This is an optimization exercise on Yosys and OpenROAD, whose aim is small area and a short achievable clock period, not a production implementation. Only simulation tests tie the RTL to the original design; equivalence was not proved.

**flow/config.mk**
```make
export PLATFORM = sky130hd
export DESIGN_NAME = euler_ode_solver
export DESIGN_NICKNAME = euler_ode_solver
export VERILOG_FILES = /design/flow/design.v
export SDC_FILE = /design/flow/constraint.sdc
export NUM_CORES = 4
export LEC_CHECK = 0
export CAP_MARGIN = 20
export CORE_MARGIN = 2
export CORE_UTILIZATION = 40
export SLEW_MARGIN = 20
```
**flow/constraint.sdc**
```tcl
create_clock -name core_clock -period 30.0 [get_ports {clk}]
set_input_delay 6.0000 -clock core_clock [delete_from_list [all_inputs] [get_ports {clk}]]
set_output_delay 6.0000 -clock core_clock [all_outputs]
set_load 0.01 [all_outputs]
```
**flow/design.v**
```verilog
module integrator(out,funct,InitialOut,dt,clk,reset);
	output [17:0] out; 		 
	input signed [17:0] funct;       
	input [3:0] dt ;		       
	input clk, reset;
	input signed [17:0] InitialOut;   
	wire signed	[17:0] out, v1new ;
	reg signed	[17:0] v1 ;
	always @ (posedge clk) 
	begin
		if (reset==0)  
			v1 <= InitialOut ; 
		else 
			v1 <= v1new ;	
	end
	assign v1new = v1 + (funct>>>dt) ;
	assign out = v1 ;
endmodule
module signed_mult (out, a, b);
	output 		[17:0]	out;
	input 	signed	[17:0] 	a;
	input 	signed	[17:0] 	b;
	wire	signed	[17:0]	out;
	wire 	signed	[35:0]	mult_out;
	assign mult_out = a * b;
	assign out = {mult_out[35], mult_out[32:16]};
endmodule
module euler_ode_solver
(
  input  signed [17:0] k1, k13, k2, k23, km, km3, D1, D2, 
  input  signed [17:0] init_v1, init_v2,
  input  signed [17:0] init_x1, init_x2,
  input                clk, reset, 
  input          [3:0] dt,
  output signed [17:0] x1, x2 
);
  wire signed [17:0] v1, v2;
  wire signed [17:0] functv1, functv2;
  wire signed [17:0] leftwall, rightwall;
  wire signed [17:0] sp1_f, sp2_f, spm_f;
  wire signed [17:0] k1x1, k13x13, k2x2, k23x23, kmxd, km3xd3;
  wire signed [17:0] x12, x13, x22, x23, xd2, xd3;
  wire signed [17:0] x1left, x2right, temp;
  wire signed [17:0] v1d1, v2d2;
  assign leftwall  = -18'sd65535;             
  assign rightwall =  18'sd65536;             
  assign x1left=x1-leftwall;
  signed_mult k1x1mul   (k1x1,   k1,          x1left); 
  signed_mult k1square  (x12,    x1left,      x1left); 
  signed_mult k1cube    (x13,    x12,         x1left); 
  signed_mult k13x13mul (k13x13, k13,         x13   );
  assign sp1_f = k1x1 + k13x13;
  assign x2right=rightwall-x2;
  signed_mult k2x2mul   (k2x2,   k2,           x2right); 
  signed_mult k2square  (x22,    x2right,      x2right); 
  signed_mult k2cube    (x23,    x22,          x2right); 
  signed_mult k23x23mul (k23x23, k23,          x23    );
  assign sp2_f = k2x2 + k23x23;
  assign temp=x2-x1;
  signed_mult kmxdmul   (kmxd,   km,           temp); 
  signed_mult xdsquare  (xd2,    temp,         temp); 
  signed_mult xdcube    (xd3,    xd2,          temp); 
  signed_mult km3xd3mul (km3xd3, km3,          xd3 );
  assign spm_f = kmxd + km3xd3;
  signed_mult v1damping (v1d1,   v1,           D1);
  signed_mult v2damping (v2d2,   v2,           D2);
  integrator x1int (.out(x1), .funct(v1),      .dt(dt), .clk(clk), .reset(reset), .InitialOut(init_x1));
  assign functv1 = -sp1_f - v1d1 + spm_f;
  integrator v1int (.out(v1), .funct(functv1), .dt(dt), .clk(clk), .reset(reset), .InitialOut(init_v1));
  integrator x2int (.out(x2), .funct(v2),      .dt(dt), .clk(clk), .reset(reset), .InitialOut(init_x2));
  assign functv2 = sp2_f - v2d2 - spm_f;
  integrator v2int (.out(v2), .funct(functv2), .dt(dt), .clk(clk), .reset(reset), .InitialOut(init_v2));
endmodule
```
**flow/run.sh**
```bash
#!/bin/bash
# synth_recipe.tcl (not shown) runs the flow's synth.tcl, then flattens the netlist and writes it again
# the make line also repeats each setting of config.mk as NAME=value (left out here)
make -C /OpenROAD-flow-scripts/flow DESIGN_CONFIG=/design/flow/config.mk WORK_HOME=/design/flow/orfs CLKGATE_MAP_FILE= SYNTH_SCRIPT=/design/flow/synth_recipe.tcl finish
```
==> flow_results.xml <==
<?xml version="1.0" encoding="UTF-8"?>
<metrics>
  <group name="worst_setup_path">
    <metric name="end_kind" unit="">register</metric>
    <metric name="cpMaxStageDelayCell" unit="">sky130_fd_sc_hd__fa_1</metric>
    <metric name="crit_required" unit="ps">30290</metric>
    <metric name="worst_path_largest_cell_delay" unit="ps">590</metric>
    <metric name="cp_top_delay_family" unit="">adder cells</metric>
    <metric name="arrival" unit="ps">29100</metric>
    <metric name="timing.rr.start" unit="">x2int.v1[0]$_DFF_P_</metric>
    <metric name="crit_start" unit="">x2int.v1[0]$_DFF_P_</metric>
    <metric name="worst-path-max-fanout" unit="">4</metric>
    <metric name="path_buf_inv" unit="">19</metric>
    <metric name="timing_worst_setup_path_type" unit="">register to register</metric>
    <metric name="crit_top_cell" unit="">sky130_fd_sc_hd__fa_1</metric>
    <metric name="worst_setup_path_start_kind" unit="">register</metric>
  </group>
  <group name="route">
    <metric name="detail_route.wirelength" unit="um">477000</metric>
    <metric name="route.detailed.vias_per_inst" unit="">4.99</metric>
    <metric name="detailedRoute.firstPassIterationCount" unit="">6</metric>
    <metric name="dr_total_vias" unit="">119000</metric>
    <metric name="detail_route.wl_per_cell" unit="um">20.0</metric>
    <metric name="drc_errors" unit="">0</metric>
    <metric name="drt-initial-drc-count" unit="">7552</metric>
    <metric name="final_antenna_net_count" unit="">0</metric>
  </group>
  <group name="synth">
    <metric name="synth_top_cells_by_count" unit="">sky130_fd_sc_hd__inv_1, sky130_fd_sc_hd__fa_1, sky130_fd_sc_hd__nand2_1, sky130_fd_sc_hd__ha_1, sky130_fd_sc_hd__and2_1</metric>
    <metric name="synth_enable_flop_cells" unit="">0</metric>
    <metric name="synthesis.area_per_instance" unit="um^2">9.15</metric>
    <metric name="synth.ff_latch_count" unit="">72</metric>
    <metric name="post-synth-top-count-cell" unit="">sky130_fd_sc_hd__inv_1</metric>
    <metric name="synth_top_area_share" unit="%">54.8</metric>
    <metric name="synth_top_cell_by_area" unit="">sky130_fd_sc_hd__fa_1</metric>
    <metric name="ys_top_cells_by_area" unit="">sky130_fd_sc_hd__fa_1, sky130_fd_sc_hd__inv_1, sky130_fd_sc_hd__ha_1, sky130_fd_sc_hd__nand2_1, sky130_fd_sc_hd__and2_1</metric>
    <metric name="ys_seq_area_share" unit="%">0.862</metric>
    <metric name="synth_area" unit="um^2">167000</metric>
    <metric name="async_flop_share" unit="%">0</metric>
    <metric name="post_synthesis_cells" unit="">18300</metric>
    <metric name="synthesis.nets" unit="">24500</metric>
    <metric name="yosys.cell_types.count" unit="">89</metric>
    <metric name="synth_warnings" unit="">1</metric>
    <metric name="ys_dominant_reg_cell" unit="">sky130_fd_sc_hd__dfxtp_1</metric>
  </group>
  <group name="sta">
    <metric name="final_hold_fails" unit="">0</metric>
    <metric name="post-route-period-util" unit="%">96.0</metric>
    <metric name="layout_setup_ws" unit="ps">1190</metric>
    <metric name="setup_viol" unit="">0</metric>
    <metric name="final_count_of_pins_violating_max_slew" unit="">0</metric>
    <metric name="max_freq" unit="GHz">0.0347</metric>
    <metric name="hold_ws" unit="ps">724</metric>
    <metric name="timing.slew.headroom" unit="%">14.2</metric>
    <metric name="worst_pin_slew" unit="ps">1280</metric>
    <metric name="worst_clock_skew" unit="ps">13.3</metric>
    <metric name="totalNegativeSetupSlack" unit="ps">0</metric>
    <metric name="post-route-min-period" unit="ps">28810</metric>
  </group>
  <group name="place">
    <metric name="post-place-cells" unit="">23800</metric>
    <metric name="place.gp.congestion" unit="">0.943</metric>
    <metric name="dpl-instance-area" unit="um^2">178000</metric>
    <metric name="place.detailed.hpwl" unit="um">401000</metric>
    <metric name="port_buffers" unit="">257</metric>
    <metric name="place_ws" unit="ps">-260</metric>
  </group>
  <group name="global_routing">
    <metric name="overflow" unit="">0</metric>
    <metric name="grt_start_max_net_pins" unit="">70</metric>
    <metric name="antenna_found_initial" unit="">58</metric>
    <metric name="vias_in_the_first_global_route" unit="">130000</metric>
    <metric name="grtUsageTotal" unit="%">23.4</metric>
    <metric name="grt_pass1_wl" unit="um">765000</metric>
  </group>
  <group name="die">
    <metric name="io_pins" unit="">258</metric>
    <metric name="rows" unit="">237</metric>
    <metric name="die_area" unit="um^2">423000</metric>
    <metric name="die_w" unit="um">650</metric>
    <metric name="core" unit="um^2">416000</metric>
    <metric name="die_span_in_y" unit="um">650</metric>
    <metric name="start_util" unit="%">40.2</metric>
  </group>
  <group name="finish">
    <metric name="layout-drive-gt1-share" unit="%">4.81</metric>
    <metric name="fin_area" unit="um^2">179000</metric>
    <metric name="synthToLayoutAreaGrowth" unit="%">7.26</metric>
    <metric name="post_layout_nonfiller_instances" unit="">23900</metric>
    <metric name="finalNetCount" unit="">24500</metric>
  </group>
  <group name="min_path">
    <metric name="worst_hold_path_type" unit="">register to register</metric>
    <metric name="hold_path_startpoint" unit="">x1int.v1[1]$_DFF_P_</metric>
  </group>
  <group name="clock_network">
    <metric name="cts_root_buf" unit="">sky130_fd_sc_hd__clkbuf_16</metric>
    <metric name="clk_latency_worst_skew_pair" unit="ps">400</metric>
    <metric name="clock_sink_count" unit="">72</metric>
    <metric name="max-clock-path-buffers" unit="">2</metric>
    <metric name="ctsHtreeMaxLevel" unit="">3</metric>
    <metric name="numCtsBuffers" unit="">9</metric>
    <metric name="clk_transition_reported_paths" unit="ps">70</metric>
    <metric name="post_cts_hold_buffer_count" unit="">0</metric>
    <metric name="tritoncts" unit="">yes</metric>
  </group>
  <group name="flow_run">
    <metric name="maxCapViolations" unit="">0</metric>
  </group>
  <group name="run_status">
    <metric name="status" unit="">finished clean</metric>
  </group>
</metrics>
==> cell usage in the layout (no fill, tap or decap), types with 27 or more instances in the layout <==
cell type                         synthesis  layout
sky130_fd_sc_hd__mux2i_1                 56      55
sky130_fd_sc_hd__inv_1                 4914    4908
sky130_fd_sc_hd__nand2b_1               263     263
sky130_fd_sc_hd__o21ai_0                167     154
sky130_fd_sc_hd__and2_1                 899     899
sky130_fd_sc_hd__and3_1                  37      36
sky130_fd_sc_hd__o21a_1                  85      85
sky130_fd_sc_hd__nand2_1               2531    2528
sky130_fd_sc_hd__nand4_1                 30      30
sky130_fd_sc_hd__nand3_1                 60      60
sky130_fd_sc_hd__buf_4                    0     502
sky130_fd_sc_hd__a21oi_2                  3      27
sky130_fd_sc_hd__a21o_1                 171     169
sky130_fd_sc_hd__xnor2_1                407     366
sky130_fd_sc_hd__nor3_1                  98      95
sky130_fd_sc_hd__xor2_1                 143     125
sky130_fd_sc_hd__ha_1                  1400    1389
sky130_fd_sc_hd__clkdlybuf4s50_1          0     252
sky130_fd_sc_hd__a21oi_1                302     275
sky130_fd_sc_hd__a211oi_1                40      38
sky130_fd_sc_hd__nor2_1                 760     755
sky130_fd_sc_hd__fa_1                  4573    4570
sky130_fd_sc_hd__xnor2_2                  2      41
sky130_fd_sc_hd__dfxtp_1                 72      70
sky130_fd_sc_hd__nor2b_1                104     103
sky130_fd_sc_hd__or2_2                   51      51
sky130_fd_sc_hd__o21bai_1                41      38
sky130_fd_sc_hd__mux2_2                  85      85
==> metal layers <==
metal  vias to the layer above  share of wire, %  GRT usage [%]
met5                         -             0.028              0
met1                     62300                41           31.1
met2                      3416                48           39.4
met3                       680               6.5           3.48
met4                        20               3.7           7.16
li1                      52700                 -              -
==> state kept, by name, summed over array words and instances (netlist names) <==
name	count
x1int.v1	18
x2int.v1	18
v1int.v1	18
v2int.v1	18
==> area by class of cell <==
cell class / count / area, um^2
inverter: 4934 / 18500
clock buffer: 10 / 229
sequential: 72 / 1450
timing repair buffer: 773 / 6530
antenna: 26 / 65.1
multi-input combinational: 12600 / 146000
clock inverter: 6 / 92.6
fill: 41100 / 237000
tap: 5497 / 6880
==> through the flow <==
| step | util [%] |
|---|---|
| floorplan | - |
| global placement | 42.8 |
| detailed placement | 42.8 |
| CTS | 42.9 |
| global route | 43.1 |
| finish | 43.1 |
==> cells by family (layout without fill, tap and decap cells) <==
logic type	count (synthesis)	in the layout	synth area share, %
and+or+nand+nor	4909	4909	13.4
buffers and inverters	5651	5723	12.7
other	0	26	0
xor gates and xnor gates	554	554	2.93
AOI/OAI and AO/OA	960	960	3.70
muxes	161	161	1.18
DFF	72	72	0.862
adders and majority gates	5973	5973	65.2
==> worst min-delay path: cells and delay by family (launching register included) <==
| family | cells | cell delay, ps |
|---|---|---|
| flip-flops | 1 | 360 |
| buffers and inverters | 1 | 90 |
| adder cells (fa/ha/maj) | 1 | 160 |
| AO/OA/AOI/OAI | 1 | 70 |
==> timing repair <==
action                                  in CTS  in global routing
endpoints found under the setup margin       6                 29
gates resized for setup                     10                124
buffers inserted                             2                 16
gates cloned                                 1                  1
pin swaps                                    1                 49
==> worst paths after layout <==
kind / to / slack (ps) / depth (start not counted)
worst max-delay path: v2int.v1[16]$_DFF_P_ / 1190 / 136
worst min-delay path: x1int.v1[1]$_DFF_P_ / 720 / 3
worst max register to register: v2int.v1[16]$_DFF_P_ / 1190 / 136
worst min register to register: x1int.v1[1]$_DFF_P_ / 720 / 3

-- port drivers added, routing unchanged --
Ports are ideal in the flow. The routed layout listed here was re-timed in OpenROAD. Step 1 sets driving cells, clkbuf_16 on the clock port and buf_2 on the other inputs (assumed; they add their load-dependent delay and slew). Step 2 moves the port delays by t, midway between the first and last clock arrival at a register: inputs arrive t later, outputs are due t later. That takes back most of the time a late clock gives input paths. Slacks: ideal / step 1 / step 2; pairs: ideal / step 1.
t (ns): 0.473
setup WS [ns]: 1.188 / 1.188 / 1.188
hold WS [ns]: 0.724 / 0.724 / 0.724
worst slew at a driven data input, ns: 0.28
pins driven straight from the clock port: 1
After both steps setup and hold are still met in this run. For this run, drivers alone change the setup slack by 0.000 ns; drivers and shift together by 0.000 ns.
